What follows belongs to an exercise in optimizing a design on an open flow for small area; a production flow would make more cautious choices.
In this exercise RTL edits were held to simulation tests only and were not proved equivalent to the original.
Power is estimated from default activity; no workload was simulated.

==> inputs of trial 35 <==
## tasks2do
module tasks2do (
   input             clk8,
   input             reset8,
   input             ce1,
   input      [3:0]  cmd_inst,
   input      [27:0] cmd_data,
   input             timeout_done,
   input             prog_busy,
   input             frame_busy,
   input             neo_busy,
   input             disp_sel_n,
   output reg        frame_start,
   output reg [25:0] frame_data,
   output reg        shared_done,
   output     [7:0]  neo_size,
   output     [1:0]  disp_addr,
   output            chng_disp
);
Settings: LEC_CHECK=0, CAP_MARGIN=20, CORE_MARGIN=2, CORE_UTILIZATION=40, SLEW_MARGIN=20; clock period 10.0 ns.
run.sh (not shown) runs the stock make flow with config.mk's settings and CLKGATE_MAP_FILE= SYNTH_SCRIPT=/design/flow/synth_recipe.tcl, a recipe that flattens the netlist after the stock synthesis.
==> inputs of trial 47, as changes to trial 35 <==
Settings changed: CORE_UTILIZATION 40 to 60, CTS_BUF_LIST set to sky130_fd_sc_hd__clkbuf_4, CTS_CLUSTER_SIZE set to 30.
==> summary of the runs <==
Of trial 35 and trial 47, trial 35 has the higher final cell count (gap about 4%, measured against trial 47).
Of trial 35 and trial 47, trial 35 has the higher clock skew (gap 0.0052 ns).
Non-clock buffer count: trial 35 is higher than trial 47 (2).
In trial 47 the register-to-register slack is worse than in trial 35, by 0.06 ns.
Of trial 47 and trial 35, trial 47 has the higher worst setup slack (gap 0.48 ns).
Area after synthesis is the same in trial 35 and trial 47.
==> figures <==
metric	trial 35	trial 47
Routed wire length on met2	29900 um	29500 um
Proportion of cell area occupied by registers	0.469	0.473
Met1 track demand over resource in global routing	0.247	0.358
Placement Rows	96	78
Share of power burned in registers	0.426	0.429
Antenna cells	1	2
Routed length per placed instance	19.6 um	19.2 um
Top fanout value on the critical path	138	2
Max-slew headroom at the worst pin	0.296	0.258
Tap Count	882	600
Stages on worst setup path	4	1
CP max stage cell	sky130_fd_sc_hd__buf_4	sky130_fd_sc_hd__clkdlybuf4s50_1
Data arrival time of the worst path	4.63 ns	1.93 ns
Status	complete, no violations	complete, no violations

========
==> run a <==
tasks2do, a different RTL version from the one above (not shown whole).
export LEC_CHECK = 0
export CAP_MARGIN = 20
export CORE_MARGIN = 2
export CORE_UTILIZATION = 70
export CTS_BUF_LIST = sky130_fd_sc_hd__clkbuf_16
export CTS_CLUSTER_DIAMETER = 100
export CTS_CLUSTER_SIZE = 28
export SLEW_MARGIN = 20
create_clock -name core_clock -period 10.0 [get_ports {clk8}]
==> inputs of run b, as changes to run a <==
--- a/flow/design.v
+++ b/flow/design.v
@@ -81,31 +81,25 @@
    reg [1:0]  pausesm;
    reg        cnt5en;
    reg        cnt5done;
    reg [8:0]  cnt5ms;
    reg [7:0]  cnt_main;
-   reg        calc_randnum;
    reg [11:0] random;
    wire       feedback = ~(random[10] ^ random[9]);
    always @(posedge clk8) begin
       if (reset8) begin
          pause_done   <= 1'b0;
          cnt5en       <= 1'b0;
-         calc_randnum <= 1'b0;
          pausesm      <= INIT;
       end else begin
          case (pausesm)
             INIT: begin
                pause_done <= 1'b0;
-               if (cmd_inst == 4'h1) begin
+               if (cmd_inst == 4'h1)
                   pausesm <= DELAY;
-                  if (cmd_data[27:20] == 8'h00)
-                     calc_randnum <= 1'b1;
-               end
             end
             DELAY: begin
-               calc_randnum <= 1'b0;
                if (cnt_main == 8'h00)
                   pausesm <= DONE;  
                else if (!cnt5done)
                   cnt5en <= 1'b1;
                else begin
@@ -131,24 +125,19 @@
    always @(posedge clk8) begin
       if (reset8) begin
          cnt5ms   <= 9'd0;
          cnt5done <= 1'b0;
       end else begin
-         cnt5done <= 1'b0;
-         if (ce1 && cnt5en) begin
-            if (cnt5ms == 9'h1FF) begin
-               cnt5ms   <= 9'd0;
-               cnt5done <= 1'b1;
-            end else
-               cnt5ms <= cnt5ms + 9'd1;
-         end
+         cnt5done <= ce1 && cnt5en && (cnt5ms == 9'h1FF);
+         if (ce1 && cnt5en)
+            cnt5ms <= cnt5ms + 9'd1;    
       end
    end
    always @(posedge clk8) begin
       if (reset8)
          random <= 12'h563;  
-      else if (calc_randnum)
+      else if (pausesm == INIT && cmd_inst == 4'h1 && cmd_data[27:20] == 8'h00)
          random <= {random[10:0], feedback};
    end
 endmodule
 module star_sw (
    input            clk8,
@@ -167,38 +156,32 @@
    reg [1:0]  addr;
    reg        done_cnt;
    reg [14:0] low_cnt;
    assign disp_addr = addr;
    assign chng_disp = (mainsm == S_LO) | (mainsm == INIT & cnt_en);
+   reg [1:0] mainsm_nx;
+   always @(*) begin
+      case (mainsm)
+         INIT:    mainsm_nx = psh_butt ? S_HI : INIT;
+         S_HI:    mainsm_nx = psh_butt ? S_CHNG : INIT;
+         S_CHNG:  mainsm_nx = S_LO;
+         default: mainsm_nx = done_cnt ? INIT : S_LO;
+      endcase
+   end
    always @(posedge clk8) begin
       if (reset8) begin
-         cnt_en    <= 1'b0;
-         addr      <= 2'b00;
-         mainsm    <= INIT;
-      end else begin
-         case (mainsm)
-            INIT: begin
-               cnt_en    <= 1'b0;
-               if (psh_butt)
-                  mainsm <= S_HI;
-            end
-            S_HI: begin
-               if (psh_butt)
-                  mainsm <= S_CHNG;
-               else
-                  mainsm <= INIT;
-            end
-            S_CHNG: begin
-               addr      <= addr + 2'd1;
-               mainsm    <= S_LO;
-            end
-            S_LO: begin
-               if (done_cnt)
-                  mainsm <= INIT;
-               cnt_en <= 1'b1;
-            end
-         endcase
+         cnt_en <= 1'b0;
+         addr   <= 2'b00;
+         mainsm <= INIT;
+      end else begin
+         mainsm <= mainsm_nx;
+         if (mainsm == INIT)
+            cnt_en <= 1'b0;
+         else if (mainsm == S_LO)
+            cnt_en <= 1'b1;
+         if (mainsm == S_CHNG)
+            addr <= addr + 2'd1;
       end
    end
    always @(posedge clk8) begin
       if (reset8) begin
          low_cnt  <= 15'd0;
@@ -522,38 +505,35 @@
    localparam P_INIT  = 2'd0;
    localparam P_WE    = 2'd1;
    localparam P_PAUSE = 2'd2;
    localparam P_MEM   = 2'd3;
    reg [3:0]  setsm;
-   reg [6:0]  addrsum;
+   reg [5:0]  addrsum;
+   wire [6:0] addr_off = {1'b0, addrsum} + {1'b0, offset};
    reg [5:0]  rand_addr;
    reg [7:0]  briteness;
    reg [11:0] color_lat;
    reg        set_path;
    reg [11:0] color;
-   reg        calc_randnum;
    reg        addr64;
    reg        col_done;
-   reg        random_en;
    reg [11:0] random;
-   reg [11:0] nx_color;
    wire       feedback = ~(random[10] ^ random[9]);
    reg [1:0]  palsm;
    reg [3:0]  pal_addr;
    reg [11:0] pal_color;
    reg        pal_done;
    reg [191:0] palette;
    wire go1 = (setsm == S_GO1);
-   assign set_data[25:20] = addr64 ? rand_addr : addrsum[5:0];
+   assign set_data[25:20] = addr64 ? rand_addr : addrsum;
    assign set_data[19:12] = fade_en ? fade_data : briteness;
    assign set_data[11:0]  = rbow_en ? rbow_data : (set_path ? color_lat : color);
    assign set_done = col_done | pal_done;
    always @(posedge clk8) begin
       if (reset8) begin
          col_done     <= 1'b0;
          set_go       <= 1'b0;
-         calc_randnum <= 1'b0;
          setsm        <= S_INIT;
       end else begin
          case (setsm)
             S_INIT: begin
                col_done  <= 1'b0;
@@ -569,18 +549,12 @@
                else if (!set_path)
                   setsm <= S_SEL;
                else
                   setsm <= S_GO;
             end
-            S_NUM: begin
-               calc_randnum <= random_en;
-               setsm <= S_DLY1;
-            end
-            S_DLY1: begin
-               calc_randnum <= 1'b0;
-               setsm        <= S_COLOR;
-            end
+            S_NUM:   setsm <= S_DLY1;
+            S_DLY1:  setsm <= S_COLOR;
             S_COLOR: setsm <= S_DLY2;
             S_DLY2:  setsm <= S_SEL;
             S_SEL:   setsm <= S_GO1;
             S_GO1, S_GO: begin
                set_go <= 1'b1;
@@ -606,41 +580,26 @@
          briteness <= cmd_data[19:12];
          color_lat <= cmd_data[11:0];
          set_path  <= (cmd_inst == 4'h4);
       end
       if (setsm == S_INIT)
-         addrsum <= {1'b0, cmd_data[25:20]};
+         addrsum <= cmd_data[25:20];
       else if (setsm == S_START)
-         addrsum <= addrsum + {1'b0, offset};
-      else if (setsm == S_ADDRLIM && addrsum >= 7'd24)
-         addrsum <= addrsum - 7'd24;
-   end
-   always @(posedge clk8) begin
-      if (reset8)
-         random_en <= 1'b1;
-      else if (!fade_en)
-         random_en <= 1'b1;
-      else if (calc_randnum)
-         random_en <= 1'b0;
-      else
-         random_en <= !fading;
+         addrsum <= (addr_off >= 7'd24) ? addr_off[5:0] - 6'd24 : addr_off[5:0];
    end
    always @(posedge clk8) begin
       if (reset8)
          random <= 12'h563;
-      else if (calc_randnum)
+      else if (setsm == S_ADDRLIM && !set_path && (color_lat[0] || addr64) &&
+               !(fade_en && fading))
          random <= {random[10:0], feedback};
    end
    always @(posedge clk8) begin
-      if (setsm == S_COLOR)
-         nx_color <= palette[random[3:0]*12 +: 12];
-   end
-   always @(posedge clk8) begin
       if (reset8)
          color <= 12'd0;
-      else if (go1 && color_lat[0])
-         color <= nx_color;
+      else if (setsm == S_COLOR && color_lat[0])
+         color <= palette[random[3:0]*12 +: 12];
    end
    always @(posedge clk8) begin
       if (reset8)
          rand_addr <= 6'd0;
       else if (go1 && addr64) begin
@@ -737,11 +696,10 @@
    reg       snap_valid;
    reg [4:0] iteray;
    reg       iteray_up;
    reg [11:0] random;
    reg [2:0]  col_code;
-   reg [2:0] d_code;
    wire calc_lim  = (mainsm == s_cmp);
    wire sel_color = (mainsm == s_go1);
    wire calc_addr = (mainsm == s_cmd1);
    assign l2r_go   = (mainsm == s_go) | (mainsm == s_busy1);
    assign l2r_done = calc_addr;
@@ -863,33 +821,29 @@
       if (reset8)
          col_code <= 3'b000;
       else if (iteray_done)
          col_code <= {1'b1, random[11:10]};
    end
-   always @(posedge clk8) begin
-      if (sel_color)
-         d_code <= col_code;
-   end
    reg [11:0] d_color;
    always @(*) begin
       case (cmp)
          2'b01:  
-            casez (d_code)
+            casez (col_code)
                3'b0??:  d_color = 12'h0F0;
                3'b100, 3'b101: d_color = 12'h00F;
                3'b110:  d_color = 12'h80F;
                default: d_color = 12'h0F0;
             endcase
          2'b10:  
-            casez (d_code)
+            casez (col_code)
                3'b0??:  d_color = 12'h00F;
                3'b100:  d_color = 12'h080;
                3'b110:  d_color = 12'h08F;
                default: d_color = 12'h800;
             endcase
          2'b11:  
-            casez (d_code)
+            casez (col_code)
                3'b0??:  d_color = 12'h0FF;
                3'b100:  d_color = 12'h08F;
                3'b101:  d_color = 12'h80F;
                3'b110:  d_color = 12'h88F;
                default: d_color = 12'h8F0;
@@ -971,16 +925,14 @@
    star_sw neo_sw_0 (
       .clk8(clk8), .ce1(ce1), .reset8(reset8), .psh_butt(psh_butt),
       .disp_addr(disp_addr), .chng_disp(chng_disp));
    always @(posedge clk8) begin
       if (reset8) begin
-         frame_start <= 1'b0;
          f_start_int <= 1'b0;
          shared_done <= 1'b0;
          latch_sel   <= 2'd0;
       end else begin
-         frame_start <= f_start_int;
          if (init_go || set_go || l2r_go) begin
             f_start_int <= 1'b1;
             latch_sel   <= (init_go & ~set_go & ~l2r_go) ? 2'd1 :
                            (set_go & ~init_go & ~l2r_go) ? 2'd2 :
                            (l2r_go & ~init_go & ~set_go) ? 2'd3 : 2'd0;
@@ -993,17 +945,14 @@
             shared_done <= 1'b0;
          end
       end
    end
    always @(posedge clk8) begin
-      if (reset8)
-         frame_data <= 26'd0;
-      else begin
-         case (latch_sel)
-            2'd1:    frame_data <= init_data;
-            2'd2:    frame_data <= set_data;
-            2'd3:    frame_data <= l2r_data;
-            default: frame_data <= 26'd0;
-         endcase
-      end
+      frame_start <= f_start_int;
+      case (latch_sel)
+         2'd1:    frame_data <= init_data;
+         2'd2:    frame_data <= set_data;
+         2'd3:    frame_data <= l2r_data;
+         default: frame_data <= 26'd0;
+      endcase
    end
 endmodule
==> flow/flow/run.sh (new file) <==
#!/bin/bash
# Layout: the standard flow (standard.sh) with these changes:
#  - synthesis maps the logic with the ABC script flow/area.abc (area-only
#    standard-cell mapping, repeated) instead of ORFS's speed script, and
#    leaves adders to that mapping instead of ORFS's half/full-adder cell
#    map (ADDER_MAP_FILE empty); the rest of the synthesis script is
#    unchanged, and it gives the same registers, by name and cell type;
#  - the port buffers are buf_1 cells;
#  - the clock tree uses clkbuf_16 cells on clusters of up to 28 flip-flops,
#    without dummy loads.
# The whole output goes to standard.log here; ORFS keeps each step's log
# under orfs/logs.
set -euo pipefail
here=$(pwd)
# the synthesis script: synth_recipe.tcl with ABC's script replaced
{
   head -n 1 synth_recipe.tcl
   echo "proc abc {args} { set i [lsearch \$args -script]; lset args [expr {\$i+1}] $here/flow/area.abc; yosys abc {*}\$args }"
   tail -n +2 synth_recipe.tcl
} > area_synth.tcl
sed "s|$here/synth_recipe.tcl|$here/area_synth.tcl|g" standard.sh > area_standard.sh
grep -q area_synth.tcl area_standard.sh
export ADDER_MAP_FILE=
export BUFFER_PORTS_ARGS="-buffer_cell sky130_fd_sc_hd__buf_1"
export CTS_ARGS="-sink_clustering_enable -repair_clock_nets -sink_clustering_size 28 -sink_clustering_max_diameter 100 -buf_list sky130_fd_sc_hd__clkbuf_16 -dont_use_dummy_load"
bash area_standard.sh > standard.log 2>&1
==> flow/flow/area.abc (new file) <==
strash
dch
amap -m -F 2 -A 8
strash
dch
amap -m -F 2 -A 8
strash
dch
amap -m -F 2 -A 8
strash
dch
amap -m -F 2 -A 8
strash
dch
amap -m -F 2 -A 8
topo
==> flow/standard.sh (new file) <==
#!/bin/bash
# synth_recipe.tcl (not shown) runs the flow's synth.tcl, then flattens the netlist and writes it again
# the make line also repeats each setting of config.mk as NAME=value (left out here)
make -C /OpenROAD-flow-scripts/flow DESIGN_CONFIG=/design/flow/config.mk WORK_HOME=/design/flow/orfs CLKGATE_MAP_FILE= SYNTH_SCRIPT=/design/flow/synth_recipe.tcl "${@:-finish}"
--- a/flow/config.mk
+++ b/flow/config.mk
@@ -6,9 +6,6 @@
 export NUM_CORES = 4
 export LEC_CHECK = 0
 export CAP_MARGIN = 20
 export CORE_MARGIN = 2
 export CORE_UTILIZATION = 70
-export CTS_BUF_LIST = sky130_fd_sc_hd__clkbuf_16
-export CTS_CLUSTER_DIAMETER = 100
-export CTS_CLUSTER_SIZE = 28
 export SLEW_MARGIN = 20
removed: flow/run.sh
==> comparison table <==
metric	run b	run a
Detailed Route Iter0 Violations	2,258	1,437
Worst setup path endpoint	chase_0.count[3]	chng_disp
Cell count after synthesis	1,956	2,118
Stages on the worst setup path	23	4
Amount of wire on met3 after detailed routing	4.69 mm	3.87 mm
Xor/xnor cell area share of the yosys netlist	0.0432%	3.43%
Share of cell area taken by multi-input logic gates	31.9%	40.5%
Antenna diode instance count	0	1
Most common library cell in the layout ignoring fill and taps	nor2_1	edfxtp_1
First-pass DRT Iterations	7	5
Half-perimeter wire length of the detailed placement result	37.2 mm	38.8 mm
Result of the run	complete, no violations	complete, no violations
Relative contribution of sequential cells to total power	55.9%	60.0%
Number of different library cells in the post-synthesis netlist	49	78
Proportion of layout cells with a drive suffix above 1	2.41%	7.97%
Routability congestion estimate	0.946	0.861
Total number of sequential cells	488	507
Final net count	2,078	2,286
Post-detailed-routing wire length	52.8 mm	54.8 mm
Compound-cell area share of the yosys netlist	23.0%	9.32%
Reported net switching power	1.44 mW	1.20 mW
Worst reg2reg path startpoint	chase_0.step[4]	chase_0.step[3]
Critical path class	flip-flop to flip-flop	flip-flop to primary output
Smallest setup slack after layout	5.53 ns	6.01 ns
Clock transition at the registers of the reported paths	0.11 ns	0.10 ns
Cells on Worst Hold Path	0	2
Pre-CTS WS	5.11 ns	5.61 ns

-- port drivers added, routing unchanged --
No port has a modelled driver above. Below, the same layouts with a new extraction and two added sets of constraints. Step 1, drivers: a clkbuf_16 drives clk8 and a buf_2 each remaining input, both assumed. Step 2, shift: input delay + t, output delay - t, t = (earliest + latest rising clock arrival at the registers) / 2. This alone moves slack from input paths to output paths. Slacks: ideal / step 1 / step 2; pairs: ideal / step 1.
| run | t, ns | slack for setup (ns) | clock arrival spread, ns | pins driven straight from the clock port |
|---|---|---|---|---|
| trial 35 | 0.689 | 5.592 / 5.629 / 4.940 | 0.060 / 0.060 | 1 |
| trial 47 | 1.006 | 6.073 / 6.016 / 5.254 | 0.054 / 0.054 | 1 |
| run a | 0.625 | 6.010 / 5.954 / 5.692 | 0.034 / 0.034 | 1 |
| run b | 0.585 | 5.527 / 5.527 / 5.086 | 0.072 / 0.073 | 1 |
After both steps every run listed still meets setup and hold. The setup slack of trial 47, which loses most, moves by -0.057 ns with the drivers and by -0.819 ns with both steps.
